This design comes from an exercise in tuning for small area on the open sky130 flow, not from production work.
Function was checked by simulation only, so behaviour that the tests miss may differ from the original.

<file path="flow/config.mk">
export PLATFORM = sky130hd
export DESIGN_NAME = dtmf
export DESIGN_NICKNAME = dtmf
export VERILOG_FILES = /design/flow/design.v
export SDC_FILE = /design/flow/constraint.sdc
export NUM_CORES = 4
export LEC_CHECK = 0
export ABC_AREA = 1
export CAP_MARGIN = 20
export CORE_MARGIN = 2
export CORE_UTILIZATION = 40
export CTS_BUF_LIST = sky130_fd_sc_hd__clkbuf_16
export CTS_CLUSTER_DIAMETER = 80
export CTS_CLUSTER_SIZE = 40
export SLEW_MARGIN = 20
</file>
<file path="flow/run.sh">
#!/bin/bash
# synth_recipe.tcl (not shown) runs the flow's synth.tcl, then flattens the netlist and writes it again
# the make line also repeats each setting of config.mk as NAME=value (left out here)
make -C /OpenROAD-flow-scripts/flow DESIGN_CONFIG=/design/flow/config.mk WORK_HOME=/design/flow/orfs CLKGATE_MAP_FILE= SYNTH_SCRIPT=/design/flow/synth_recipe.tcl finish
</file>
<file path="flow/constraint.sdc">
create_clock -name core_clock -period 20.0 [get_ports {clk}]
set_input_delay 4.0000 -clock core_clock [delete_from_list [all_inputs] [get_ports {clk}]]
set_output_delay 4.0000 -clock core_clock [all_outputs]
set_load 0.01 [all_outputs]
</file>
<file path="flow/design.v">
module dtmf
(
	input	wire			clk,
	input	wire			rst,
	input	wire			valid,
	input	wire	[11:0]	data,
	output	reg				newKey,
	output	wire	 [7:0]	theKey,
	output	reg				dtmf_valid,
	output	wire	 [3:0]	dtmf_data
);
function [11:0] coef (input [2:0] i);
	case (i)
		3'd0: coef = 12'd3488;
		3'd1: coef = 12'd3350;
		3'd2: coef = 12'd3200;
		3'd3: coef = 12'd3037;
		3'd4: coef = 12'd2382;
		3'd5: coef = 12'd2066;
		3'd6: coef = 12'd1618;
		default: coef = 12'd1146;
	endcase
endfunction
function [11:0] kneg (input [2:0] i);
	case (i)
		3'd0: kneg = 12'd608;
		3'd1: kneg = 12'd746;
		3'd2: kneg = 12'd896;
		3'd3: kneg = 12'd1059;
		3'd4: kneg = 12'd1714;
		3'd5: kneg = 12'd2030;
		3'd6: kneg = 12'd2478;
		default: kneg = 12'd2950;
	endcase
endfunction
reg [4:0] ph;
wire [1:0] k  = ph[1:0];
wire [2:0] sf = ph[4:2];
wire slot_end = (k == 2'd3);
reg [7:0] cnt;					 
wire vn = valid && (cnt != 8'd0);	 
wire vc = valid && (cnt == 8'd0);	 
reg [11:0] xr;					 
reg [11:0] x0r;					 
reg pend;						 
reg combp;						 
reg sact;						 
reg cmode;						 
reg [2:0] scnt;					 
reg have;						 
always @ (posedge clk)
begin
	if (rst)
	begin
		ph <= 0;
		cnt <= 0;
		pend <= 0;
		combp <= 0;
		sact <= 0;
		cmode <= 0;
		scnt <= 0;
		have <= 0;
	end
	else
	begin
		ph <= ph + 5'd1;
		if (valid)
			cnt <= (cnt == 8'd204) ? 8'd0 : cnt + 8'd1;
		if (vc)
		begin
			combp <= 1'b1;
			have <= 1'b1;
		end
		if (slot_end)
		begin
			if (sact && scnt != 3'd7)
			begin
				scnt <= scnt + 3'd1;
				if (vn) pend <= 1'b1;
			end
			else if (pend || vn)
			begin
				sact <= 1'b1;
				scnt <= 3'd0;
				cmode <= combp;
				combp <= 1'b0;
				pend <= 1'b0;
			end
			else
				sact <= 1'b0;
		end
		else if (vn)
			pend <= 1'b1;
	end
end
always @ (posedge clk)
begin
	if (vn) xr <= data;
	if (vc) x0r <= data;
end
reg [139:0] q1s;				 
reg [159:0] q2s;				 
reg [19:0] res;					 
wire [4:0] q1t = q1s[4:0];
wire [4:0] q2t = q2s[4:0];
wire [19:0] sx0 = {{8{x0r[11]}}, x0r};
reg [4:0] x0d;
always @*
	case (k)
		2'd0: x0d = sx0[4:0];
		2'd1: x0d = sx0[9:5];
		2'd2: x0d = sx0[14:10];
		default: x0d = sx0[19:15];
	endcase
wire [4:0] dq = cmode ? x0d : q1t;		 
wire [4:0] eq = cmode ? 5'd0 : q2t;		 
wire [11:0] Cf = coef(sf);
wire [17:0] C16 = {2'b00, Cf, 4'd0};
wire [23:0] r0 = dq[0] ? {12'd0, Cf}       : 24'd0;
wire [23:0] r1 = dq[1] ? {11'd0, Cf, 1'b0} : 24'd0;
wire [23:0] r2 = dq[2] ? {10'd0, Cf, 2'b0} : 24'd0;
wire [23:0] r3 = dq[3] ? {9'd0, Cf, 3'b0}  : 24'd0;
wire [17:0] r4 = dq[4] ? (slot_end ? (18'd0 - C16) : C16) : 18'd0;
wire e5 = slot_end & eq[4];
wire [23:0] r4x = {6'd0, ~r4[17], r4[16:0]};			 
wire [23:0] rex = {7'd0, e5, ~eq, 11'd0};				 
localparam [23:0] KM = 24'hFD0800;
reg signed [18:0] accm;
reg [3:0] lowb;
wire [23:0] base = (k == 2'd0) ? {xr[11], xr, 11'd1024} : {{5{accm[18]}}, accm};
wire [23:0] m1s, m1c, m2s, m2c, m3s, m3c, m4s, m4c, m5s, m5c, m6s, m6c;
csa #(24) ma (base, r0, r1, m1s, m1c);
csa #(24) mb (r2, r3, r4x, m2s, m2c);
csa #(24) mc_ (rex, KM, m1s, m3s, m3c);
csa #(24) md (m1c, m2s, m2c, m4s, m4c);
csa #(24) me (m3s, m3c, m4s, m5s, m5c);
csa #(24) mf_ (m5s, m5c, m4c, m6s, m6c);
wire [23:0] S_u;
rca #(24) mz (m6s, m6c, S_u);
wire signed [23:0] S = S_u;
wire ovf = !((&S[19:15]) || !(|S[19:15]));
wire [19:0] q1n = ovf ? (S[23] ? 20'h80000 : 20'h7ffff) : {S[15:0], lowb};
always @ (posedge clk)
begin
	accm <= S[23:5];
	lowb <= S[4:1];
	res <= (sact && slot_end) ? q1n : {q1t, res[19:5]};
	q1s <= {res[4:0], q1s[139:5]};
	q2s <= {(sact ? dq : q2t), q2s[159:5]};
end
reg mpend;
reg mact;
reg [6:0] mt;
reg [2:0] ms;
reg eng;
reg [2:0] mf;
reg [19:0] M1, M2;
reg signed [32:0] V;
reg signed [32:0] ACC;
reg stk;
reg [7:0] pressed;
reg decide;
wire mload = mact && (mt < 7'd64) && (mt[2:0] == (mt[5] ? 3'd4 : 3'd0)) && !(mt == 7'd32);
wire [11:0] mc = coef(mf);
wire [11:0] kn = kneg(mf);
wire [12:0] kx = {kn, 1'b0};
wire vph = (ms < 3'd3);
wire dph = !vph;
reg [2:0] kw_hi, kw_lo;
always @*
	case (ms)
		3'd0: begin kw_hi = kx[12:10]; kw_lo = kx[10:8]; end
		3'd1: begin kw_hi = kx[8:6];   kw_lo = kx[6:4]; end
		default: begin kw_hi = kx[4:2]; kw_lo = kx[2:0]; end
	endcase
wire [2:0] mm = ms - 3'd3;
wire [20:0] q1e = {M1, 1'b0};
wire [20:0] q2e = {M2, 1'b0};
reg [4:0] w1, w2;
always @*
	case (mm)
		3'd0: begin w1 = q1e[4:0];   w2 = q2e[4:0];   end
		3'd1: begin w1 = q1e[8:4];   w2 = q2e[8:4];   end
		3'd2: begin w1 = q1e[12:8];  w2 = q2e[12:8];  end
		3'd3: begin w1 = q1e[16:12]; w2 = q2e[16:12]; end
		default: begin w1 = q1e[20:16]; w2 = q2e[20:16]; end
	endcase
wire [2:0] wv0 = vph ? kw_lo : w1[2:0];
wire [2:0] wv1 = vph ? kw_hi : w1[4:2];
wire [2:0] wq0 = vph ? {(ms == 3'd2) & mc[11], 2'b00} : w2[2:0];
wire [2:0] wq1 = vph ? 3'b000 : w2[4:2];
wire nq0 = wq0[2] & ~(wq0[1] & wq0[0]);
wire oq0 = wq0[1] ^ wq0[0];
wire tq0 = (wq0[2] & ~wq0[1] & ~wq0[0]) | (~wq0[2] & wq0[1] & wq0[0]);
wire nq1 = wq1[2] & ~(wq1[1] & wq1[0]);
wire oq1 = wq1[1] ^ wq1[0];
wire tq1 = (wq1[2] & ~wq1[1] & ~wq1[0]) | (~wq1[2] & wq1[1] & wq1[0]);
wire nv0 = wv0[2] & ~(wv0[1] & wv0[0]);
wire ov0 = wv0[1] ^ wv0[0];
wire tv0 = (wv0[2] & ~wv0[1] & ~wv0[0]) | (~wv0[2] & wv0[1] & wv0[0]);
wire nv1 = wv1[2] & ~(wv1[1] & wv1[0]);
wire ov1 = wv1[1] ^ wv1[0];
wire tv1 = (wv1[2] & ~wv1[1] & ~wv1[0]) | (~wv1[2] & wv1[1] & wv1[0]);
wire [32:0] MV = vph ? {{13{M2[19]}}, M2} : V;
wire [20:0] rq0 = (({21{oq0}} & {M2[19], M2}) | ({21{tq0}} & {M2, 1'b0})) ^ {21{nq0}};
wire [20:0] rq1 = (({21{oq1}} & {M2[19], M2}) | ({21{tq1}} & {M2, 1'b0})) ^ {21{nq1}};
wire [33:0] rv0 = (({34{ov0}} & {MV[32], MV}) | ({34{tv0}} & {MV, 1'b0})) ^ {34{nv0}};
wire [33:0] rv1 = (({34{ov1}} & {MV[32], MV}) | ({34{tv1}} & {MV, 1'b0})) ^ {34{nv1}};
wire [32:0] accg = (ms == 3'd0) ? {{10{M1[19]}}, M1, 3'd0} :
                   vph ? {V[28:0], 4'd0} :
                   (ms == 3'd3) ? 33'd0 : ACC;
wire [36:0] da = {4'd0, ~accg[32], accg[31:0]};
wire [36:0] dv0 = {3'd0, ~rv0[33], rv0[32:0]};
wire [36:0] dv1 = {1'd0, ~rv1[33], rv1[32:0], 2'b00};
wire [36:0] dq0 = {5'd0, ~rq0[20], rq0[19:0], 11'd0};
wire [36:0] dq1 = {3'd0, ~rq1[20], rq1[19:0], 13'd0};
localparam [36:0] KD = 37'h1000000000 | 37'h200000000 | 37'h80000000;
wire [36:0] dx = KD | {23'd0, nq1, 1'b0, nq0, 8'd0, nv1, 1'b0, nv0};
wire [36:0] d1s, d1c, d2s, d2c, d3s, d3c, d4s, d4c;
csa #(37) da_ (da, dv0, dv1, d1s, d1c);
csa #(37) db_ (dq0, dq1, dx, d2s, d2c);
csa #(37) dc_ (d1s, d1c, d2s, d3s, d3c);
csa #(37) dd_ (d3s, d3c, d2c, d4s, d4c);
wire [36:0] asum;
rca #(37) dz (d4s, d4c, asum);
wire signed [32:0] anext = asum[36:4];
wire snext = stk | (|asum[3:0]);
wire on = (anext > 33'sd819200) || (anext == 33'sd819200 && snext);
always @ (posedge clk)
begin
	if (rst)
	begin
		mpend <= 0;
		mact <= 0;
		mt <= 0;
		eng <= 0;
		decide <= 0;
	end
	else
	begin
		decide <= 0;
		if (vc && have) mpend <= 1'b1;
		if (mact) mt <= mt + 7'd1;
		if (slot_end && (mpend || (vc && have)))
		begin
			mact <= 1'b1;
			mt <= 0;
			mpend <= 1'b0;
		end
		if (mload)
		begin
			eng <= 1'b1;
		end
		else if (eng && ms == 3'd7)
		begin
			eng <= 1'b0;
		end
		if (mact && mt == 7'd68)
		begin
			mact <= 1'b0;
			decide <= 1'b1;
		end
	end
end
always @ (posedge clk)
begin
	if (mload)
	begin
		M1 <= q1s[19:0];
		M2 <= q2s[19:0];
		mf <= sf;
	end
	ms <= mload ? 3'd0 : ms + 3'd1;
	if (vph)
		V <= asum[32:0];
	ACC <= anext;
	stk <= (ms == 3'd3) ? (|asum[3:0]) : snext;
	if (eng && ms == 3'd7)
		pressed[mf] <= on;
end
wire [3:0] rows = pressed[3:0];
wire [3:0] cols = pressed[7:4];
wire found = (|rows) && (|cols);
wire [1:0] ri = rows[0] ? 2'd0 : rows[1] ? 2'd1 : rows[2] ? 2'd2 : 2'd3;
wire [1:0] ci = cols[0] ? 2'd0 : cols[1] ? 2'd1 : cols[2] ? 2'd2 : 2'd3;
reg [3:0] code;
always @*
	case ({ri, ci})
		4'h0: code = 4'd1;  4'h1: code = 4'd2;  4'h2: code = 4'd3;  4'h3: code = 4'd13;
		4'h4: code = 4'd4;  4'h5: code = 4'd5;  4'h6: code = 4'd6;  4'h7: code = 4'd14;
		4'h8: code = 4'd7;  4'h9: code = 4'd8;  4'ha: code = 4'd9;  4'hb: code = 4'd15;
		4'hc: code = 4'd11; 4'hd: code = 4'd10; 4'he: code = 4'd12; default: code = 4'd0;
	endcase
reg [3:0] kcode;
reg khave;
reg [7:0] ascii;
always @*
	case (kcode)
		4'd0: ascii = "D";
		4'd10: ascii = "0";
		4'd11: ascii = "*";
		4'd12: ascii = "#";
		4'd13: ascii = "A";
		4'd14: ascii = "B";
		4'd15: ascii = "C";
		default: ascii = {4'h3, kcode};
	endcase
assign theKey = khave ? ascii : 8'd0;
assign dtmf_data = dtmf_valid ? kcode : 4'd0;
always @ (posedge clk)
begin
	if (rst)
	begin
		newKey <= 0;
		dtmf_valid <= 0;
		khave <= 0;
	end
	else
	begin
		newKey <= 1'b0;
		if (decide)
		begin
			dtmf_valid <= found;
			if (found)
			begin
				khave <= 1'b1;
				kcode <= code;
				newKey <= !khave || (code != kcode);
			end
		end
	end
end
endmodule
module csa #(parameter W = 8)
(
	input	wire	[W-1:0]	a,
	input	wire	[W-1:0]	b,
	input	wire	[W-1:0]	c,
	output	wire	[W-1:0]	s,
	output	wire	[W-1:0]	co
);
wire [W-1:0] m = (a & b) | (a & c) | (b & c);
assign s = a ^ b ^ c;
assign co = {m[W-2:0], 1'b0};
endmodule
module rca #(parameter W = 8)
(
	input	wire	[W-1:0]	a,
	input	wire	[W-1:0]	b,
	output	wire	[W-1:0]	s
);
wire [W:0] c;
assign c[0] = 1'b0;
genvar i;
generate for (i = 0; i < W; i = i + 1) begin : bit_
	assign s[i] = a[i] ^ b[i] ^ c[i];
	assign c[i+1] = (a[i] & b[i]) | (a[i] & c[i]) | (b[i] & c[i]);
end endgenerate
endmodule
</file>
==> flow_metrics.env, run 1 <==
export IMPL_clock_insertion_delay_worst_skew_ps=590
export IMPL_amount_of_wire_on_met3_after_detailed_routing_microns=2730
export IMPL_rr_startpoint="ms[1]"
export IMPL_mappedNetlistArea_sq_mm=0.0250
export IMPL_grt_antenna_before_repair=0
export IMPL_final_area_sq_mm=0.0270
export IMPL_hold_viol=0
export IMPL_postPlaceCellArea_sq_mm=0.0260
export IMPL_timing_final_setup_violations=0
export IMPL_floorplan_die_height_microns=254
export IMPL_rsz0062_at_grt="no"
export IMPL_grtUsageTotal=0.183
export IMPL_gate_count_after_technology_mapping=2712
export IMPL_route_layer_met1_wl_microns=26800
export IMPL_critical_path_slowest_stage_cell="sky130_fd_sc_hd__fa_1"
export IMPL_tritoncts_buffers=25
export IMPL_initialDrtViolationCount=1318
export IMPL_min_delay_path_depth=0
export IMPL_syn_nets=3019
export IMPL_grt_remaining_overflow=0
export IMPL_largest_net_degree_at_the_start_of_global_routing=66
export IMPL_number_of_diodes=0
export IMPL_boundaryPins=29
export IMPL_tns_ps=0
export IMPL_die_area_sq_mm=0.0644
export IMPL_ctsRootBufferMaster="sky130_fd_sc_hd__clkbuf_16"
export IMPL_timing_critical_path_required_ps=20340
export IMPL_final_cell_mix="653 x sky130_fd_sc_hd__nand2_1, 414 x sky130_fd_sc_hd__dfxtp_1, 398 x sky130_fd_sc_hd__inv_1"
export IMPL_rr_worst_depth=69
export IMPL_synth_ff_latch_count=527
export IMPL_detail_route_vias_per_cell=4.88
export IMPL_core_region_area_sq_mm=0.0617
export IMPL_clockBufferDepth=3
export IMPL_max_clock_freq_mhz=52.8
export IMPL_drc_markers=0
export IMPL_fp_row_count=91
export IMPL_regToRegSetupSlack_ps=1060
export IMPL_detailedRoute_firstPassIterationCount=8
export IMPL_setup_worst_path_end_class="flip-flop"
export IMPL_dr_wl_met2_microns=26500
export IMPL_crit_reg2reg_capture="pressed[7]"
export IMPL_tritoncts_sink_count=527
export IMPL_worstSetupEndpoint="pressed[7]"
export IMPL_top_layer_used="met4"
export IMPL_synthesis_yosys_warnings=1
export IMPL_path_max_fanout=12
export IMPL_setup_worst_path_class="reg2reg"
export IMPL_fin_util=0.437
export IMPL_worst_setup_hold_path_clk_slew_ps=120
export IMPL_outcome="no timing/DRC/antenna violations"
export IMPL_worstMarginPinSlew_ps=773
export IMPL_relSlewSlack=0.479
export IMPL_grt_pass1_vias=17100
export IMPL_crit_path_max_incr_delay_ps=560
export IMPL_critical_path_most_common_cell="sky130_fd_sc_hd__fa_1"
export IMPL_final_period_minus_worst_setup_slack_ps=18940
export IMPL_hold_path_startpoint="q1s[31]"
export IMPL_h_tree_depth=1
export IMPL_grt_first_pass_wirelength_microns=92900
export IMPL_finalClockSkew_ps=36.8
export IMPL_via_count=17300
export IMPL_final_net_count=3007
export IMPL_gp_congestion=0.912
export IMPL_wirelength_microns=57600
export IMPL_hp_class="reg2reg"
export IMPL_cts_tree="done"
export IMPL_post_dp_hpwl_microns=44900
export IMPL_worstSetupStartpoint="ms[1]"
export IMPL_critical_path_arrival_ps=19280
export IMPL_buffer_ports_inserted=27
export IMPL_filler_cell_count=5955
export IMPL_final_layout_size_suffix_gt1_frac=0.0379
export IMPL_cap_viol_max_count=0
export IMPL_detail_route_wl_per_cell_microns=16.2
export IMPL_synthesis_area_per_instance_sq_um=9.20
export IMPL_yosys_cell_types_count=48
export IMPL_initial_core_util=0.404
export IMPL_max_slew_violation_count=0
export IMPL_ant_nets=0
export IMPL_flow_area_growth_from_synthesis_pct=8.04
export IMPL_synth_seq_area_share=0.468
export IMPL_post_route_period_util=0.947
export IMPL_setup_worst_path_start_class="flip-flop"
export IMPL_final_common_cell="sky130_fd_sc_hd__nand2_1"
export IMPL_die_width_microns=254
[cells by family after synthesis]
family,Yosys count,share of synthesized area
DFF,527,0.468
xor gates and xnor gates,33,0.0116
other,1,0.000150
and+or+nand+nor,1134,0.189
buffers and inverters,497,0.0793
AOI/OAI and AO/OA,224,0.0506
muxes,4,0.00160
adders and majority gates,292,0.200
[synthesized netlist by cell type (all sizes together)]
library cell / n / share of area
o31ai: 1 / 0.00030
clkbuf: 48 / 0.0072
or2: 2 / 0.00050
edfxtp: 112 / 0.13
dfxtp: 415 / 0.33
nor4: 8 / 0.0020
ha: 113 / 0.057
xnor2: 4 / 0.0014
a22o: 1 / 0.00035
nor2: 186 / 0.029
conb: 1 / 0.00015
a32o: 1 / 0.00040
nand3b: 1 / 0.00030
fa: 179 / 0.14
xor2: 29 / 0.010
clkinv: 5 / 0.00075
nor3: 17 / 0.0034
inv: 404 / 0.061
buf: 40 / 0.011
nand2: 662 / 0.10
o21a: 1 / 0.00030
nand4: 10 / 0.0025
a31oi: 13 / 0.0033
o21bai: 1 / 0.00045
o211ai: 2 / 0.00060
a311oi: 2 / 0.00070
mux2i: 4 / 0.0016
o22ai: 19 / 0.0058
a21oi: 70 / 0.014
and3: 1 / 0.00025
a211oi: 6 / 0.0018
o2111ai: 1 / 0.00035
o21ai: 106 / 0.022
nand3: 247 / 0.050
[how the worst min path moves through the flow]
stage / endpoint / slack [ps]
global route: q1s[72] / 320
global placement: q1s[103] / 310
detailed placement: q1s[34] / 310
floorplan: q1s[100] / 310
CTS: q1s[26] / 330
finish: q1s[26] / 320
[layer usage]
layer,vias up,GRT usage
met5,-,0
met4,0,0.0536
met3,80,0.0172
met2,438,0.301
met1,8374,0.257
li1,8450,-
[flip-flops by register name (all words and copies together) (netlist names), 3 cells and up]
register / cells
q2s: 160
q1s: 140
ACC: 33
V: 33
M1: 20
M2: 20
res: 20
accm: 19
x0r: 12
xr: 12
cnt: 8
pressed: 8
mt: 7
ph: 5
kcode: 4
lowb: 4
mf: 3
ms: 3
scnt: 3
[what timing repair did]
| item | CTS | global route |
|---|---|---|
| setup endpoints to repair | 0 | 8 |
| buffers inserted | 0 | 0 |
| resized for setup | 0 | 3 |
| hold buffers | 0 | 0 |
| hold endpoints to repair | 0 | 0 |
[critical path, delay by kind of cell (launching register included)]
kind	cells	cell delay [ps]
compound gates	1	110
buf+inv	14	1100
simple gates	14	1830
fa+ha+maj	40	15200
flops	1	450
[area by class of cell]
class,instances,area (sq um),share of cell area
Sequential cell,527,11700,0.433
Multi-Input combinational cell,1688,11300,0.420
Inverter,409,1540,0.0569
Tap cell,837,1050,0.0388
Clock buffer,25,626,0.0232
Timing Repair Buffer,49,435,0.0162
Clock inverter,18,309,0.0115
[metrics by stage]
stage / instances / hold WS [ps] / setup WS (ps)
2_1_floorplan: 2712 / 310 / 1800
3_3_place_gp: 3509 / 311 / 981
3_5_place_dp: 3510 / 312 / 734
4_1_cts: 3553 / 326 / 718
5_1_grt: 3553 / 322 / 6.31
6_report: 3553 / 324 / 1060
==> inputs of run 2 (changes only) <==
--- a/flow/config.mk
+++ b/flow/config.mk
@@ -8,8 +8,8 @@
 export ABC_AREA = 1
 export CAP_MARGIN = 20
 export CORE_MARGIN = 2
-export CORE_UTILIZATION = 40
+export CORE_UTILIZATION = 60
 export CTS_BUF_LIST = sky130_fd_sc_hd__clkbuf_16
 export CTS_CLUSTER_DIAMETER = 80
-export CTS_CLUSTER_SIZE = 40
+export CTS_CLUSTER_SIZE = 24
 export SLEW_MARGIN = 20
==> run 2 against run 1 <==
  * Sequential cell count unchanged
  * Clock-buffer cell count increased by 6
  * Final cell count decreased by 8.4%
  * Area after synthesis unchanged
  * Via count about the same
==> flow_metrics.env, run 2 <==
export IMPL_final_area_sq_mm=0.0267
export IMPL_post_synthesis_async_set_or_reset_flop_share=0
export IMPL_amount_of_wire_on_met3_after_detailed_routing_microns=3340
export IMPL_crit_path_max_incr_delay_ps=570
export IMPL_gp_congestion=0.964
export IMPL_relSlewSlack=0.465
export IMPL_max_slew_violation_count=0
export IMPL_largest_reg_flops=160
export IMPL_post_dp_hpwl_microns=42400
export IMPL_floorplan_die_height_microns=208
export IMPL_tritoncts_buffers=31
export IMPL_synthFlopType="sky130_fd_sc_hd__dfxtp_1"
export IMPL_cts_tree="done"
export IMPL_timing_final_setup_violations=0
export IMPL_synth_top_area_share=0.333
export IMPL_largestRegisters="q2s: 160 flops, q1s: 140 flops"
export IMPL_regToRegSetupSlack_ps=1080
export IMPL_max_clock_freq_mhz=52.9
export IMPL_crit_reg2reg_capture="pressed[7]"
export IMPL_synth_edff_count=112
export IMPL_tritoncts_sink_count=527
export IMPL_critical_path_slowest_stage_cell="sky130_fd_sc_hd__fa_1"
export IMPL_path_max_fanout=35
export IMPL_post_route_period_util=0.946
export IMPL_synth_seq_area_share=0.468
export IMPL_synth_top_area_cell="sky130_fd_sc_hd__dfxtp_1"
export IMPL_hold_path_startpoint="q2s[110]"
export IMPL_place_inst=3203
export IMPL_cts_hold_buffers=0
export IMPL_min_delay_path_depth=0
export IMPL_grt_antenna_before_repair=3
export IMPL_synth_ff_latch_count=527
export IMPL_setup_worst_path_end_class="flip-flop"
export IMPL_critical_path_arrival_ps=19280
export IMPL_detail_route_wl_per_cell_microns=17.0
export IMPL_top_layer_used="met5"
export IMPL_fin_util=0.651
export IMPL_syn_nets=3019
export IMPL_most_common_cell_in_the_synthesized_netlist="sky130_fd_sc_hd__nand2_1"
export IMPL_setup_worst_path_class="reg2reg"
export IMPL_setup_worst_path_start_class="flip-flop"
export IMPL_drc_markers=0
export IMPL_grtUsageTotal=0.262
export IMPL_largest_net_degree_at_the_start_of_global_routing=50
export IMPL_buffer_ports_inserted=27
export IMPL_core_region_area_sq_mm=0.0409
export IMPL_grt_pass1_vias=17100
export IMPL_timing_hold_worst_endpoint="q2s[105]"
export IMPL_initial_core_util=0.610
export IMPL_route_layer_met1_wl_microns=24700
export IMPL_worst_setup_hold_path_clk_slew_ps=100
export IMPL_hold_viol=0
export IMPL_timing_critical_path_required_ps=20360
export IMPL_fp_row_count=74
export IMPL_tns_ps=0
export IMPL_final_period_minus_worst_setup_slack_ps=18920
export IMPL_hp_class="reg2reg"
export IMPL_wirelength_microns=55300
export IMPL_final_common_cell="sky130_fd_sc_hd__nand2_1"
export IMPL_synthesis_yosys_warnings=1
export IMPL_final_layout_size_suffix_gt1_frac=0.0386
export IMPL_via_count=17400
export IMPL_worstMarginPinSlew_ps=802
export IMPL_postPlaceCellArea_sq_mm=0.0256
export IMPL_clock_insertion_delay_worst_skew_ps=620
export IMPL_cap_viol_max_count=0
export IMPL_cts_setup_buffers=0
export IMPL_rr_worst_depth=69
export IMPL_rsz0062_at_grt="no"
export IMPL_grt_first_pass_wirelength_microns=90200
export IMPL_clockBufferDepth=3
export IMPL_grt_remaining_overflow=0
export IMPL_boundaryPins=29
export IMPL_rr_startpoint="ms[2]"
export IMPL_synthesis_area_per_instance_sq_um=9.20
export IMPL_final_cell_mix="653 x sky130_fd_sc_hd__nand2_1, 414 x sky130_fd_sc_hd__dfxtp_1, 406 x sky130_fd_sc_hd__inv_1"
export IMPL_regMostFlops="q2s"
export IMPL_yosys_cell_types_count=48
export IMPL_flow_area_growth_from_synthesis_pct=6.82
export IMPL_synth_common_cells="653 x sky130_fd_sc_hd__nand2_1, 415 x sky130_fd_sc_hd__dfxtp_1, 397 x sky130_fd_sc_hd__inv_1, 247 x sky130_fd_sc_hd__nand3_1, 179 x sky130_fd_sc_hd__fa_1"
export IMPL_ant_nets=0
export IMPL_finalClockSkew_ps=24.1
export IMPL_final_cells=3256
export IMPL_fin_worst_hold_slack_ps=323
export IMPL_die_width_microns=208
export IMPL_h_tree_depth=1
export IMPL_dr_wl_met2_microns=25200
export IMPL_gate_count_after_technology_mapping=2712
export IMPL_detail_route_vias_per_cell=5.33
export IMPL_synthTopCellsByArea="sky130_fd_sc_hd__dfxtp_1 33%, sky130_fd_sc_hd__fa_1 14%, sky130_fd_sc_hd__edfxtp_1 13%"
export IMPL_outcome="no timing/DRC/antenna violations"
export IMPL_critical_path_most_common_cell="sky130_fd_sc_hd__fa_1"
export IMPL_final_net_count=3011
export IMPL_detailedRoute_firstPassIterationCount=5
export IMPL_initialDrtViolationCount=1506
export IMPL_cts_resized=0
export IMPL_mappedNetlistArea_sq_mm=0.0250
export IMPL_die_area_sq_mm=0.0432
export IMPL_ctsRootBufferMaster="sky130_fd_sc_hd__clkbuf_16"
==> run 2: cell counts after synthesis <==
Identical to the previous run, type by type.
==> run 2: critical path: cells and delay by family (launching register included) <==
family,cells,cell delay (ps)
DFF,1,470
AOI/OAI and AO/OA,1,120
and+or+nand+nor,14,1700
adders and majority gates,39,14980
buffers and inverters,15,1400
==> run 2: cell type report <==
class	instances	area [sq um]
Fill cell	3380	14300
Sequential cell	527	11700
Multi-Input combinational cell	1688	11300
Inverter	409	1540
Clock buffer	31	776
Tap cell	532	666
Timing Repair Buffer	47	443
Clock inverter	21	220
Antenna cell	1	2.50
==> run 2: worst max-delay path by stage <==
| stage | slack, ps | startpoint | endpoint |
|---|---|---|---|
| final | 1080 | ms[2] | pressed[7] |
| after global routing | 20 | ms[2] | pressed[1] |
| after CTS | 430 | ms[0] | pressed[7] |
| after detailed placement | 490 | ms[0] | pressed[7] |
| after global placement | 770 | ms[0] | pressed[7] |
| after floorplan | 1800 | ms[0] | pressed[1] |
==> run 2: cells by family (layout without fill, tap and decap cells) <==
kind of cell | after synthesis | count (layout) | share of synthesized area
flops | 527 | 527 | 0.468
compound gates | 224 | 224 | 0.0506
simple gates | 1134 | 1134 | 0.189
other cells | 1 | 2 | 0.000150
fa+ha+maj | 292 | 292 | 0.200
xor+xnor | 33 | 33 | 0.0116
buf+inv | 497 | 508 | 0.0793
mux | 4 | 4 | 0.00160
==> run 2: layer usage <==
metal | up-vias | global-route usage
met4 | 4 | 0.0873
met5 | - | 0
met2 | 487 | 0.422
li1 | 8483 | -
met1 | 8269 | 0.364
met3 | 108 | 0.0427
==> run 2: per-stage QoR <==
step | worst slack, ps
floorplan | 1800
global placement | 768
detailed placement | 488
CTS | 432
global route | 17.1
finish | 1080
==> inputs of run 3 (changes only) <==
--- a/flow/config.mk
+++ b/flow/config.mk
@@ -10,6 +10,6 @@
 export CORE_MARGIN = 2
 export CORE_UTILIZATION = 60
 export CTS_BUF_LIST = sky130_fd_sc_hd__clkbuf_16
-export CTS_CLUSTER_DIAMETER = 80
-export CTS_CLUSTER_SIZE = 24
+export CTS_CLUSTER_DIAMETER = 100
+export CTS_CLUSTER_SIZE = 30
 export SLEW_MARGIN = 20
==> run 3 against run 2 <==
  * Utilization shrank 0.83 points
  * Still clean on timing, DRC and antenna
  * Sequential cell count stayed put
  * Global-route usage fell by 0.13 points
  * Sequential share of layout area rose by 0.57 points
  * Final cell count decreased by 0.52%
  * Register-to-register slack about the same
  * Critical endpoint unchanged
  * Highest routed layer unchanged
  * Routed wire length shrank 0.64%
  * Worst setup slack better by 14 ps
  * Non-clock buffer count unchanged
  * Via count is 0.59% lower
==> flow_metrics.env, run 3 <==
export IMPL_outcome="no timing/DRC/antenna violations"
export IMPL_die_area_sq_mm=0.0432
export IMPL_setup_worst_path_start_class="flip-flop"
export IMPL_setup_worst_path_end_class="flip-flop"
export IMPL_largest_net_degree_at_the_start_of_global_routing=50
export IMPL_detail_route_vias_per_cell=5.33
export IMPL_flow_area_growth_from_synthesis_pct=5.46
export IMPL_synth_ff_latch_count=527
export IMPL_tritoncts_sink_count=527
export IMPL_adder_cell_fraction_of_synth_area=0.200
export IMPL_final_layout_size_suffix_gt1_frac=0.0322
export IMPL_h_tree_depth=1
export IMPL_largestRegisters="q2s: 160 flops, q1s: 140 flops"
export IMPL_detail_route_wl_per_cell_microns=17.0
export IMPL_via_count=17200
export IMPL_largest_reg_flops=160
export IMPL_synth_edff_count=112
export IMPL_grt_pass1_vias=17000
export IMPL_rsz0062_at_grt="no"
export IMPL_top_layer_used="met5"
export IMPL_fp_row_count=74
export IMPL_detailedRoute_firstPassIterationCount=5
export IMPL_gate_count_after_technology_mapping=2712
export IMPL_final_net_count=3002
export IMPL_synth_seq_area_share=0.468
export IMPL_boundaryPins=29
export IMPL_cap_viol_max_count=0
export IMPL_most_common_cell_in_the_synthesized_netlist="sky130_fd_sc_hd__nand2_1"
export IMPL_tns_ps=0
export IMPL_final_common_cell="sky130_fd_sc_hd__nand2_1"
export IMPL_timing_critical_path_required_ps=20340
export IMPL_wirelength_microns=55000
export IMPL_synth_xor_xnor_area_share=0.0116
export IMPL_synthFlopType="sky130_fd_sc_hd__dfxtp_1"
export IMPL_yosys_cell_types_count=48
export IMPL_final_cell_mix="653 x sky130_fd_sc_hd__nand2_1, 413 x sky130_fd_sc_hd__dfxtp_1, 406 x sky130_fd_sc_hd__inv_1"
export IMPL_synth_mux_area_frac=0.00160
export IMPL_multi_input_combinational_cell_area_sq_mm=0.0113
export IMPL_critical_path_arrival_ps=19250
export IMPL_ctsRootBufferMaster="sky130_fd_sc_hd__clkbuf_16"
export IMPL_synth_top_area_share=0.333
export IMPL_path_max_fanout=35
export IMPL_initial_core_util=0.610
export IMPL_main_combinational_cell_family_by_area_after_synthesis="adder cells"
export IMPL_crit_path_max_incr_delay_ps=570
export IMPL_synth_top_area_cell="sky130_fd_sc_hd__dfxtp_1"
export IMPL_ant_nets=0
export IMPL_synthesis_area_per_instance_sq_um=9.20
export IMPL_synth_common_cells="653 x sky130_fd_sc_hd__nand2_1, 415 x sky130_fd_sc_hd__dfxtp_1, 397 x sky130_fd_sc_hd__inv_1, 247 x sky130_fd_sc_hd__nand3_1, 179 x sky130_fd_sc_hd__fa_1"
export IMPL_drc_markers=0
export IMPL_route_layer_met1_wl_microns=24400
export IMPL_gp_congestion=0.964
export IMPL_regMostFlops="q2s"
export IMPL_hold_viol=0
export IMPL_synthesis_yosys_warnings=1
export IMPL_tritoncts_buffers=22
export IMPL_critical_path_most_common_cell="sky130_fd_sc_hd__fa_1"
export IMPL_grt_antenna_before_repair=3
export IMPL_buffer_ports_inserted=27
export IMPL_post_dp_hpwl_microns=42400
export IMPL_grt_first_pass_wirelength_microns=89900
export IMPL_worstMarginPinSlew_ps=797
export IMPL_core_region_area_sq_mm=0.0409
export IMPL_syn_nets=3019
export IMPL_timing_final_setup_violations=0
export IMPL_post_synth_and_or_nand_nor_area_fraction=0.189
export IMPL_critical_path_slowest_stage_cell="sky130_fd_sc_hd__fa_1"
export IMPL_clockBufferDepth=3
export IMPL_hp_class="reg2reg"
export IMPL_relSlewSlack=0.468
export IMPL_max_slew_violation_count=0
export IMPL_post_route_period_util=0.945
export IMPL_floorplan_die_height_microns=208
export IMPL_setup_worst_path_class="reg2reg"
export IMPL_cts_tree="done"
export IMPL_finalClockSkew_ps=29.2
export IMPL_max_clock_freq_mhz=52.9
export IMPL_synth_compound_area_share=0.0506
export IMPL_dr_wl_met2_microns=25000
export IMPL_final_period_minus_worst_setup_slack_ps=18900
export IMPL_cts_hold_buffers=0
export IMPL_post_route_worst_setup_slack_ps=1100
export IMPL_final_seq_area_sq_mm=0.0117
export IMPL_initialDrtViolationCount=1521
export IMPL_filler_cell_count=3419
export IMPL_clock_insertion_delay_worst_skew_ps=590
export IMPL_grtUsageTotal=0.261
export IMPL_post_synthesis_async_set_or_reset_flop_share=0
export IMPL_worst_setup_hold_path_clk_slew_ps=120
export IMPL_synthTopCellsByArea="sky130_fd_sc_hd__dfxtp_1 33%, sky130_fd_sc_hd__fa_1 14%, sky130_fd_sc_hd__edfxtp_1 13%"
export IMPL_die_width_microns=208
export IMPL_amount_of_wire_on_met3_after_detailed_routing_microns=3470
export IMPL_mappedNetlistArea_sq_mm=0.0250
export IMPL_post_place_ws_ps=488
export IMPL_grt_remaining_overflow=0
==> run 3: cell count changes in the layout (fill, tap and decap cells not counted), sizes merged <==
cell,delta
clkbuf,-9
clkinv,-1
inv,-7
==> run 3: through the flow <==
step	cells	utilization	area [sq um]	hold slack, ps
2_1_floorplan	2712	-	25000	310
3_3_place_gp	3203	0.626	25600	310
3_5_place_dp	3203	0.626	25600	312
4_1_cts	3238	0.642	26300	328
5_1_grt	3238	0.643	26300	325
6_report	3239	0.643	26300	325
==> run 3: logic make-up after synthesis <==
kind of cell,count (synthesis)
xor+xnor,33
other cells,1
compound gates,224
fa+ha+maj,292
flops,527
simple gates,1134
mux,4
buf+inv,497
==> run 3: worst max-delay path, delay by kind of cell (launching register included) <==
family	cells	cell delay, ps
compound gates	1	120
fa+ha+maj	40	15110
buf+inv	14	1280
simple gates	14	1670
flops	1	470
==> run 3: final cells by class <==
class / instances / area share
clock buffer: 22 / 0.0209
sequential: 527 / 0.444
multi-input combinational: 1688 / 0.431
timing repair buffer: 47 / 0.0168
antenna: 1 / 0.0000951
inverter: 409 / 0.0584
tap: 532 / 0.0253
clock inverter: 13 / 0.00414
==> run 3: per-layer routing <==
layer,vias to the layer above,GRT usage
met1,8188,0.366
met3,104,0.0392
li1,8453,-
met4,4,0.0849
met2,499,0.419
met5,-,0
==> run 3: path summary, 6_finish.rpt <==
kind | start | cells after the start | endpoint | slack [ps]
max | ms[1] | 69 | pressed[7] | 1100
min | q2s[131] | 0 | q2s[126] | 320
max reg2reg | ms[1] | 69 | pressed[7] | 1100
min reg2reg | q2s[131] | 0 | q2s[126] | 320
==> run 3: repair_timing <==
action                     in CTS  in global routing
setup endpoints to repair       0                  8
gates resized for setup         0                 12
buffers inserted                0                  0
==> inputs of run 4 (changes only) <==
--- a/flow/config.mk
+++ b/flow/config.mk
@@ -10,6 +10,6 @@
 export CORE_MARGIN = 2
 export CORE_UTILIZATION = 60
 export CTS_BUF_LIST = sky130_fd_sc_hd__clkbuf_16
-export CTS_CLUSTER_DIAMETER = 100
+export CTS_CLUSTER_DIAMETER = 60
 export CTS_CLUSTER_SIZE = 30
 export SLEW_MARGIN = 20
==> run 4 against run 3 <==
  * Critical path type unchanged
  * Register-to-register slack worse by 30 ps
  * Highest routed layer is now met4
==> flow_metrics.env, run 4 <==
export IMPL_timing_final_setup_violations=0
export IMPL_core_region_area_sq_mm=0.0409
export IMPL_synth_top_area_cell="sky130_fd_sc_hd__dfxtp_1"
export IMPL_buffer_ports_inserted=27
export IMPL_largestRegisters="q2s: 160 flops, q1s: 140 flops"
export IMPL_grt_met3_usage=0.0380
export IMPL_grt_met1_usage=0.371
export IMPL_final_period_minus_worst_setup_slack_ps=18930
export IMPL_post_place_ws_ps=488
export IMPL_cts_tree="done"
export IMPL_h_tree_depth=2
export IMPL_initialDrtViolationCount=1495
export IMPL_largest_net_degree_at_the_start_of_global_routing=50
export IMPL_grt_util_met2=0.429
export IMPL_die_area_sq_mm=0.0432
export IMPL_crit_path_max_incr_delay_ps=570
export IMPL_drc_markers=0
export IMPL_via_count=17400
export IMPL_cts_hold_buffers=0
export IMPL_post_route_worst_setup_slack_ps=1070
export IMPL_gp_congestion=0.964
export IMPL_ctsRootBufferMaster="sky130_fd_sc_hd__clkbuf_16"
export IMPL_critical_path_arrival_ps=19230
export IMPL_synth_top_area_share=0.333
export IMPL_synthesis_yosys_warnings=1
export IMPL_grt_first_pass_wirelength_microns=90800
export IMPL_setup_worst_path_class="reg2reg"
export IMPL_outcome="no timing/DRC/antenna violations"
export IMPL_synth_edff_count=112
export IMPL_setup_worst_path_end_class="flip-flop"
export IMPL_rr_worst_depth=69
export IMPL_ant_nets=0
export IMPL_max_clock_freq_mhz=52.8
export IMPL_finalClockSkew_ps=48.1
export IMPL_worst_setup_hold_path_clk_slew_ps=90
export IMPL_number_of_diodes=0
export IMPL_grt_most_used_layer="met2"
export IMPL_synthTopCellsByArea="sky130_fd_sc_hd__dfxtp_1 33%, sky130_fd_sc_hd__fa_1 14%, sky130_fd_sc_hd__edfxtp_1 13%"
export IMPL_synthesis_area_per_instance_sq_um=9.20
export IMPL_mappedNetlistArea_sq_mm=0.0250
export IMPL_synthFlopType="sky130_fd_sc_hd__dfxtp_1"
export IMPL_syn_nets=3019
export IMPL_rsz0062_at_grt="no"
export IMPL_grt_pass1_vias=17200
export IMPL_grt_remaining_overflow=0
export IMPL_tritoncts_buffers=36
export IMPL_regMostFlops="q2s"
export IMPL_postPlaceCellArea_sq_mm=0.0256
export IMPL_post_synthesis_async_set_or_reset_flop_share=0
export IMPL_detail_route_wl_per_cell_microns=17.0
export IMPL_relSlewSlack=0.478
export IMPL_hold_viol=0
export IMPL_max_slew_violation_count=0
export IMPL_synth_seq_area_share=0.468
export IMPL_setup_worst_path_start_class="flip-flop"
export IMPL_hp_class="reg2reg"
export IMPL_boundaryPins=29
export IMPL_floorplan_die_height_microns=208
export IMPL_post_route_period_util=0.947
export IMPL_flow_area_growth_from_synthesis_pct=7.97
export IMPL_detail_route_vias_per_cell=5.34
export IMPL_final_cell_mix="653 x sky130_fd_sc_hd__nand2_1, 415 x sky130_fd_sc_hd__dfxtp_1, 398 x sky130_fd_sc_hd__inv_1"
export IMPL_grt_antenna_before_repair=0
export IMPL_yosys_cell_types_count=48
export IMPL_final_cells=3265
export IMPL_initial_core_util=0.610
export IMPL_synth_ff_latch_count=527
export IMPL_min_delay_path_depth=0
export IMPL_clock_insertion_delay_worst_skew_ps=570
export IMPL_tns_ps=0
export IMPL_path_max_fanout=35
export IMPL_critical_path_slowest_stage_cell="sky130_fd_sc_hd__fa_1"
export IMPL_tritoncts_sink_count=527
export IMPL_cts_setup_buffers=0
export IMPL_most_common_cell_in_the_synthesized_netlist="sky130_fd_sc_hd__nand2_1"
export IMPL_die_width_microns=208
export IMPL_timing_critical_path_required_ps=20290
export IMPL_final_layout_size_suffix_gt1_frac=0.0443
export IMPL_largest_reg_flops=160
export IMPL_fp_row_count=74
export IMPL_final_net_count=3016
export IMPL_gate_count_after_technology_mapping=2712
export IMPL_grtUsageTotal=0.264
export IMPL_synth_common_cells="653 x sky130_fd_sc_hd__nand2_1, 415 x sky130_fd_sc_hd__dfxtp_1, 397 x sky130_fd_sc_hd__inv_1, 247 x sky130_fd_sc_hd__nand3_1, 179 x sky130_fd_sc_hd__fa_1"
export IMPL_critical_path_most_common_cell="sky130_fd_sc_hd__fa_1"
export IMPL_worstMarginPinSlew_ps=782
export IMPL_cap_viol_max_count=0
export IMPL_place_inst=3203
export IMPL_final_area_sq_mm=0.0269
export IMPL_detailedRoute_firstPassIterationCount=6
export IMPL_clockBufferDepth=3
export IMPL_final_common_cell="sky130_fd_sc_hd__nand2_1"
export IMPL_wirelength_microns=55500
export IMPL_post_dp_hpwl_microns=42400
==> run 4: cell type report <==
type	count	area (sq um)
Fill cell	3356	14000
Sequential cell	527	11700
Multi-Input combinational cell	1688	11300
Inverter	409	1540
Clock buffer	37	926
Tap cell	532	666
Timing Repair Buffer	47	443
Clock inverter	25	359
==> run 4: worst paths after layout <==
check	startpoint	endpoint	slack, ps
max reg2reg	ms[0]	pressed[7]	1070
min reg2reg	q1s[35]	q1s[30]	320
max	ms[0]	pressed[7]	1070
min	q1s[35]	q1s[30]	320
==> run 4: worst max-delay path, delay by kind of cell (launching register included) <==
kind	cells	cell delay, ps
compound gates	1	120
fa+ha+maj	40	15130
buf+inv	14	1250
flops	1	480
simple gates	14	1660
==> run 4: logic make-up after synthesis <==
logic type      Yosys count  share of synthesized area
simple gates           1134                      0.189
compound gates          224                     0.0506
other cells               1                   0.000150
flops                   527                      0.468
mux                       4                    0.00160
xor+xnor                 33                     0.0116
buf+inv                 497                     0.0793
fa+ha+maj               292                      0.200
==> run 4: stage by stage <==
stage / util / hold slack (ps)
3_3_place_gp: 0.626 / 310
5_1_grt: 0.658 / 331
6_report: 0.658 / 323
3_5_place_dp: 0.626 / 312
2_1_floorplan: - / 310
4_1_cts: 0.657 / 323
==> run 4: what timing repair did <==
item,CTS,global route
gates resized for setup,0,12
endpoints found under the hold margin,0,0
setup endpoints to repair,0,8
==> run 4: metal layers <==
layer | part of all wire | vias up
met4 | 0.031 | 0
met2 | 0.46 | 498
met5 | 0 | -
met3 | 0.056 | 85
li1 | - | 8511
met1 | 0.45 | 8350
==> inputs of run 5 (changes only) <==
--- a/flow/config.mk
+++ b/flow/config.mk
@@ -8,8 +8,8 @@
 export ABC_AREA = 1
 export CAP_MARGIN = 20
 export CORE_MARGIN = 2
-export CORE_UTILIZATION = 60
+export CORE_UTILIZATION = 40
 export CTS_BUF_LIST = sky130_fd_sc_hd__clkbuf_16
-export CTS_CLUSTER_DIAMETER = 60
+export CTS_CLUSTER_DIAMETER = 100
 export CTS_CLUSTER_SIZE = 30
 export SLEW_MARGIN = 20
==> run 5 against run 4 <==
  * Clock-buffer cell count down 10
  * Critical endpoint unchanged
  * Largest cell class unchanged
==> flow_metrics.env, run 5 <==
export IMPL_via_count=17400
export IMPL_largestRegisters="q2s: 160 flops, q1s: 140 flops"
export IMPL_fp_row_count=91
export IMPL_synth_top_area_cell="sky130_fd_sc_hd__dfxtp_1"
export IMPL_final_period_minus_worst_setup_slack_ps=18900
export IMPL_synth_seq_area_share=0.468
export IMPL_largest_reg_flops=160
export IMPL_flow_area_growth_from_synthesis_pct=7.87
export IMPL_detailedRoute_firstPassIterationCount=7
export IMPL_most_common_cell_in_the_synthesized_netlist="sky130_fd_sc_hd__nand2_1"
export IMPL_timing_critical_path_required_ps=20350
export IMPL_grt_antenna_before_repair=0
export IMPL_rsz0062_at_grt="no"
export IMPL_detail_route_vias_per_cell=4.89
export IMPL_synthesis_yosys_warnings=1
export IMPL_tritoncts_sink_count=527
export IMPL_cap_viol_max_count=0
export IMPL_relSlewSlack=0.491
export IMPL_postPlaceCellArea_sq_mm=0.0260
export IMPL_synth_ff_latch_count=527
export IMPL_die_width_microns=254
export IMPL_timing_critical_path_max_delay_family="adder cells"
export IMPL_final_net_count=3008
export IMPL_grt_remaining_overflow=0
export IMPL_final_area_sq_mm=0.0269
export IMPL_gp_congestion=0.912
export IMPL_synth_edff_count=112
export IMPL_cts_setup_buffers=0
export IMPL_tritoncts_buffers=26
export IMPL_floorplan_die_height_microns=254
export IMPL_max_clock_freq_mhz=52.9
export IMPL_grtUsageTotal=0.184
export IMPL_final_layout_size_suffix_gt1_frac=0.0368
export IMPL_setup_worst_path_end_class="flip-flop"
export IMPL_wirelength_microns=58000
export IMPL_syn_nets=3019
export IMPL_synthTopCellsByArea="sky130_fd_sc_hd__dfxtp_1 33%, sky130_fd_sc_hd__fa_1 14%, sky130_fd_sc_hd__edfxtp_1 13%"
export IMPL_grt_first_pass_wirelength_microns=93400
export IMPL_synthFlopType="sky130_fd_sc_hd__dfxtp_1"
export IMPL_gate_count_after_technology_mapping=2712
export IMPL_detail_route_wl_per_cell_microns=16.3
export IMPL_post_synthesis_async_set_or_reset_flop_share=0
export IMPL_critical_path_most_common_cell="sky130_fd_sc_hd__fa_1"
export IMPL_h_tree_depth=1
export IMPL_cts_tree="done"
export IMPL_final_common_cell="sky130_fd_sc_hd__nand2_1"
export IMPL_core_region_area_sq_mm=0.0617
export IMPL_cp_buffers_inverters=13
export IMPL_critical_path_slowest_stage_cell="sky130_fd_sc_hd__fa_1"
export IMPL_initial_core_util=0.404
export IMPL_final_cell_mix="653 x sky130_fd_sc_hd__nand2_1, 413 x sky130_fd_sc_hd__dfxtp_1, 402 x sky130_fd_sc_hd__inv_1"
export IMPL_drc_markers=0
export IMPL_critical_path_arrival_ps=19250
export IMPL_amount_of_wire_on_met3_after_detailed_routing_microns=2950
export IMPL_largest_net_degree_at_the_start_of_global_routing=66
export IMPL_path_max_fanout=10
export IMPL_post_route_worst_setup_slack_ps=1100
export IMPL_tns_ps=0
export IMPL_timing_final_setup_violations=0
export IMPL_ctsRootBufferMaster="sky130_fd_sc_hd__clkbuf_16"
export IMPL_clock_insertion_delay_worst_skew_ps=610
export IMPL_clockBufferDepth=3
export IMPL_route_layer_met1_wl_microns=26800
export IMPL_post_place_ws_ps=734
export IMPL_dr_wl_met2_microns=26600
export IMPL_hold_viol=0
export IMPL_setup_worst_path_class="reg2reg"
export IMPL_initialDrtViolationCount=1227
export IMPL_filler_cell_count=5955
export IMPL_regMostFlops="q2s"
export IMPL_die_area_sq_mm=0.0644
export IMPL_yosys_cell_types_count=48
export IMPL_max_slew_violation_count=0
export IMPL_top_layer_used="met4"
export IMPL_post_dp_hpwl_microns=44900
export IMPL_outcome="no timing/DRC/antenna violations"
export IMPL_post_route_period_util=0.945
export IMPL_buffer_ports_inserted=27
export IMPL_grt_pass1_vias=17100
export IMPL_finalClockSkew_ps=38.4
export IMPL_crit_path_max_incr_delay_ps=570
export IMPL_synth_common_cells="653 x sky130_fd_sc_hd__nand2_1, 415 x sky130_fd_sc_hd__dfxtp_1, 397 x sky130_fd_sc_hd__inv_1, 247 x sky130_fd_sc_hd__nand3_1, 179 x sky130_fd_sc_hd__fa_1"
export IMPL_ant_nets=0
export IMPL_setup_worst_path_start_class="flip-flop"
export IMPL_number_of_diodes=0
export IMPL_hp_class="reg2reg"
export IMPL_mappedNetlistArea_sq_mm=0.0250
export IMPL_synthesis_area_per_instance_sq_um=9.20
export IMPL_synth_top_area_share=0.333
export IMPL_worstMarginPinSlew_ps=756
export IMPL_boundaryPins=29
export IMPL_cts_hold_buffers=0
export IMPL_worst_setup_hold_path_clk_slew_ps=100
-- run 5: cell counts after synthesis --
No cell type changed its count.
-- run 5: kinds of logic after synthesis --
logic type	share of synthesized area
xor gates and xnor gates	0.0116
adders and majority gates	0.200
other	0.000150
AOI/OAI and AO/OA	0.0506
buffers and inverters	0.0793
and+or+nand+nor	0.189
DFF	0.468
muxes	0.00160
-- run 5: final timing paths --
path           start         end  slack (ps)  depth (start not counted)
max            mf[0]  pressed[7]        1100                         68
min          q1s[31]     q1s[26]         320                          0
max reg2reg    mf[0]  pressed[7]        1100                         68
min reg2reg  q1s[31]     q1s[26]         320                          0
-- run 5: repair_timing --
action,in CTS,in global routing
setup endpoints to repair,0,8
gates resized for setup,0,4
endpoints found under the hold margin,0,0
-- run 5: layer usage --
layer  track usage  vias to the layer above
li1              -                     8464
met1         0.259                     8333
met4        0.0566                        0
met2         0.302                      487
met5             0                        -
met3        0.0163                       91
-- run 5: stage by stage --
stage / hold slack, ps / cells / util
floorplan: 310 / 2712 / -
global placement: 311 / 3509 / 0.421
detailed placement: 312 / 3510 / 0.421
CTS: 326 / 3553 / 0.436
global route: 325 / 3553 / 0.436
finish: 322 / 3553 / 0.436
-- run 5: final cells by class --
cell class                      instances  area [sq um]  area share
Sequential cell                       527         11700       0.434
Multi-Input combinational cell       1688         11300       0.421
Inverter                              409          1540      0.0570
Tap cell                              837          1050      0.0389
Clock buffer                           27           676      0.0251
Timing Repair Buffer                   49           435      0.0162
Clock inverter                         16           218     0.00809
-- run 5: worst register-to-register path: cells and delay by family, from the launching register on --
family / cells / cell delay (ps)
adder cells (fa/ha/maj): 40 / 15130
flip-flops: 1 / 460
buffers and inverters: 13 / 1020
AND/OR/NAND/NOR: 15 / 2080
==> inputs of run 6 (changes only) <==
--- a/flow/design.v
+++ b/flow/design.v
@@ -222,7 +222,7 @@
 csa #(37) dc_ (d1s, d1c, d2s, d3s, d3c);
 csa #(37) dd_ (d3s, d3c, d2c, d4s, d4c);
 wire [36:0] asum;
-rca #(37) dz (d4s, d4c, asum);
+rcs #(37, 19) dz (d4s, d4c, asum);
 wire signed [32:0] anext = asum[36:4];
 wire snext = stk | (|asum[3:0]);
 wire on = (anext > 33'sd819200) || (anext == 33'sd819200 && snext);
@@ -357,3 +357,28 @@
 	assign c[i+1] = (a[i] & b[i]) | (a[i] & c[i]) | (b[i] & c[i]);
 end endgenerate
 endmodule
+module rcs #(parameter W = 8, parameter L = 4)
+(
+	input	wire	[W-1:0]	a,
+	input	wire	[W-1:0]	b,
+	output	wire	[W-1:0]	s
+);
+wire [L:0] c;
+assign c[0] = 1'b0;
+wire [W-1:L] s0, s1;
+wire [W:L] c0, c1;
+assign c0[L] = 1'b0;
+assign c1[L] = 1'b1;
+genvar i;
+generate for (i = 0; i < L; i = i + 1) begin : lo_
+	assign s[i] = a[i] ^ b[i] ^ c[i];
+	assign c[i+1] = (a[i] & b[i]) | (a[i] & c[i]) | (b[i] & c[i]);
+end
+for (i = L; i < W; i = i + 1) begin : hi_
+	assign s0[i] = a[i] ^ b[i] ^ c0[i];
+	assign c0[i+1] = (a[i] & b[i]) | (a[i] & c0[i]) | (b[i] & c0[i]);
+	assign s1[i] = a[i] ^ b[i] ^ c1[i];
+	assign c1[i+1] = (a[i] & b[i]) | (a[i] & c1[i]) | (b[i] & c1[i]);
+end endgenerate
+assign s[W-1:L] = c[L] ? s1 : s0;
+endmodule
--- a/flow/config.mk
+++ b/flow/config.mk
@@ -8,7 +8,7 @@
 export ABC_AREA = 1
 export CAP_MARGIN = 20
 export CORE_MARGIN = 2
-export CORE_UTILIZATION = 40
+export CORE_UTILIZATION = 60
 export CTS_BUF_LIST = sky130_fd_sc_hd__clkbuf_16
 export CTS_CLUSTER_DIAMETER = 100
 export CTS_CLUSTER_SIZE = 30
==> run 6 against run 5 <==
  * Sequential cell count stayed put
  * Sequential share of layout area rose by 1.8 points
  * Synthesized cell count decreased by 10%
  * Non-clock buffer count is 4 lower
  * Critical path depth fell by 8
  * Largest cell class unchanged
==> flow_metrics.env, run 6 <==
export IMPL_outcome="no timing/DRC/antenna violations"
export IMPL_fin_util=0.648
export IMPL_timing_critical_path_required_ps=20380
export IMPL_detailedRoute_firstPassIterationCount=5
export IMPL_cts_resized=0
export IMPL_tns_ps=0
export IMPL_mappedNetlistArea_sq_mm=0.0244
export IMPL_tritoncts_buffers=23
export IMPL_final_common_cell="sky130_fd_sc_hd__inv_1"
export IMPL_grt_util_met2=0.419
export IMPL_setup_worst_path_class="reg2reg"
export IMPL_worstSetupEndpoint="pressed[6]"
export IMPL_post_dp_hpwl_microns=38900
export IMPL_detail_route_vias_per_cell=5.36
export IMPL_ctsRootBufferMaster="sky130_fd_sc_hd__clkbuf_16"
export IMPL_synth_edff_count=112
export IMPL_synth_top_area_share=0.341
export IMPL_ant_nets=0
export IMPL_final_cells=2958
export IMPL_cts_hold_buffers=0
export IMPL_floorplan_die_height_microns=206
export IMPL_final_period_minus_worst_setup_slack_ps=15350
export IMPL_grt_remaining_overflow=0
export IMPL_grtUsageTotal=0.254
export IMPL_grt_most_used_layer="met2"
export IMPL_die_area_sq_mm=0.0422
export IMPL_crit_path_max_incr_delay_ps=710
export IMPL_setup_worst_path_end_class="flip-flop"
export IMPL_regMostFlops="q2s"
export IMPL_synth_top_area_cell="sky130_fd_sc_hd__dfxtp_1"
export IMPL_critical_path_slowest_stage_cell="sky130_fd_sc_hd__clkinv_1"
export IMPL_timing_final_setup_violations=0
export IMPL_largestRegisters="q2s: 160 flops, q1s: 140 flops"
export IMPL_detail_route_wl_per_cell_microns=17.4
export IMPL_most_common_cell_in_the_synthesized_netlist="sky130_fd_sc_hd__inv_1"
export IMPL_clock_insertion_delay_worst_skew_ps=610
export IMPL_crit_reg2reg_capture="pressed[6]"
export IMPL_grt_met1_usage=0.347
export IMPL_final_cell_mix="422 x sky130_fd_sc_hd__inv_1, 415 x sky130_fd_sc_hd__dfxtp_1, 294 x sky130_fd_sc_hd__nand2_1"
export IMPL_relSlewSlack=0.308
export IMPL_grt_antenna_before_repair=0
export IMPL_path_max_fanout=34
export IMPL_final_layout_size_suffix_gt1_frac=0.0407
export IMPL_via_count=15900
export IMPL_hp_class="reg2reg"
export IMPL_synthesis_area_per_instance_sq_um=10.0
export IMPL_synthFlopType="sky130_fd_sc_hd__dfxtp_1"
export IMPL_grt_pass1_vias=15800
export IMPL_wirelength_microns=51500
export IMPL_rsz0062_at_grt="no"
export IMPL_post_synthesis_async_set_or_reset_flop_share=0
export IMPL_drc_markers=0
export IMPL_gate_count_after_technology_mapping=2428
export IMPL_number_of_diodes=0
export IMPL_largest_net_degree_at_the_start_of_global_routing=95
export IMPL_boundaryPins=29
export IMPL_final_net_count=2731
export IMPL_largest_reg_flops=160
export IMPL_fp_row_count=73
export IMPL_finalClockSkew_ps=25.5
export IMPL_synthesis_yosys_warnings=1
export IMPL_hold_viol=0
export IMPL_cts_setup_buffers=0
export IMPL_synth_common_cells="417 x sky130_fd_sc_hd__inv_1, 415 x sky130_fd_sc_hd__dfxtp_1, 296 x sky130_fd_sc_hd__nand2_1, 164 x sky130_fd_sc_hd__nor2_1, 162 x sky130_fd_sc_hd__fa_1"
export IMPL_initialDrtViolationCount=1190
export IMPL_max_clock_freq_mhz=65.2
export IMPL_syn_nets=2736
export IMPL_worstMarginPinSlew_ps=1030
export IMPL_grt_first_pass_wirelength_microns=83600
export IMPL_worstSetupStartpoint="ms[0]"
export IMPL_final_area_sq_mm=0.0259
export IMPL_synth_ff_latch_count=527
export IMPL_critical_path_arrival_ps=15730
export IMPL_flow_area_growth_from_synthesis_pct=6.14
export IMPL_max_slew_violation_count=0
export IMPL_synth_seq_area_share=0.479
export IMPL_tritoncts_sink_count=527
export IMPL_gp_congestion=0.943
export IMPL_yosys_cell_types_count=55
export IMPL_critical_path_most_common_cell="sky130_fd_sc_hd__fa_1"
export IMPL_postPlaceCellArea_sq_mm=0.0251
export IMPL_cts_tree="done"
export IMPL_post_route_period_util=0.767
export IMPL_h_tree_depth=1
export IMPL_fin_worst_hold_slack_ps=321
export IMPL_rr_startpoint="ms[0]"
export IMPL_grt_met3_usage=0.0266
export IMPL_setup_worst_path_start_class="flip-flop"
export IMPL_place_inst=2923
export IMPL_initial_core_util=0.610
export IMPL_die_width_microns=206
export IMPL_worst_setup_hold_path_clk_slew_ps=110
export IMPL_rr_worst_depth=60
export IMPL_synthTopCellsByArea="sky130_fd_sc_hd__dfxtp_1 34%, sky130_fd_sc_hd__edfxtp_1 14%, sky130_fd_sc_hd__fa_1 13%"
export IMPL_clockBufferDepth=3
export IMPL_core_region_area_sq_mm=0.0399
export IMPL_cap_viol_max_count=0
export IMPL_regToRegSetupSlack_ps=4650
export IMPL_buffer_ports_inserted=27
run 6: routing by layer:
metal,share of wire,wire (microns)
met1,0.45,22900
met2,0.46,23800
met3,0.050,2560
met4,0.043,2210
met5,0,0
run 6: worst min path at each step:
stage / endpoint / start / cells past startpoint
6_report: q1s[50] / q1s[55] / 0
5_1_grt: q1s[50] / q1s[55] / 0
4_1_cts: q1s[60] / q1s[65] / 0
3_5_place_dp: q1s[126] / q1s[131] / 0
3_3_place_gp: q1s[96] / q1s[101] / 0
2_1_floorplan: q1s[100] / q1s[105] / 0
run 6: kinds of logic (layout without fill, tap and decap cells):
family,Yosys count,in the layout,synth area share
xor gates and xnor gates,133,133,0.0478
muxes,4,4,0.00164
buffers and inverters,504,509,0.0799
and+or+nand+nor,589,589,0.103
DFF,527,527,0.479
other,1,1,0.000154
adders and majority gates,293,293,0.200
AOI/OAI and AO/OA,377,377,0.0886
run 6: area by class of cell:
type	count	area, sq um
clock buffer	23	576
clock inverter	12	133
fill	3219	14100
inverter	429	1640
multi-input combinational	1397	10800
sequential	527	11700
tap	525	657
timing repair buffer	45	405
run 6: worst max-delay path, delay by kind of cell (launching register included):
kind,cells,cell delay (ps)
AOI/OAI and AO/OA,8,1720
xor gates and xnor gates,2,510
adders and majority gates,22,8160
buffers and inverters,12,2360
DFF,1,380
and+or+nand+nor,16,1880
run 6: metrics by stage:
| stage | worst slack, ps |
|---|---|
| final | 4650 |
| after detailed placement | 4470 |
| after global placement | 4770 |
| after CTS | 4440 |
| after global routing | 3640 |
| after floorplan | 6890 |

==> port drivers added, routing unchanged <==
No port has a modelled driver above. Below, the same layouts with a new extraction and two added sets of constraints.
Step 1 (the two cells are an assumption about what drives the block):
set clk [get_ports {clk}]
set_driving_cell -lib_cell sky130_fd_sc_hd__clkbuf_16 $clk
set_driving_cell -lib_cell sky130_fd_sc_hd__buf_2 [delete_from_list [all_inputs] $clk]
Step 2 adds t to the input delays and takes it off the output delays; t is the mean of the earliest and latest rising clock arrival at the registers after step 1. Input paths then give back, and output paths get back, about the clock's delay inside the block.
a / b / c = no drivers / after step 1 / after step 2; a / b = the first two.
run | t (ns) | setup WS [ns] | worst slew at a driven data input, ns | pins driven straight from the clock port
run 1 | 0.628 | 1.062 / 1.062 / 1.062 | 0.06 | 1
run 2 | 0.659 | 1.081 / 1.081 / 1.081 | 0.04 | 1
run 3 | 0.623 | 1.095 / 1.095 / 1.095 | 0.04 | 1
run 4 | 0.605 | 1.068 / 1.068 / 1.068 | 0.04 | 1
run 5 | 0.639 | 1.104 / 1.104 / 1.104 | 0.05 | 1
run 6 | 0.653 | 4.655 / 4.655 / 4.655 | 0.03 | 1
After both steps setup and hold are still met in every run listed.
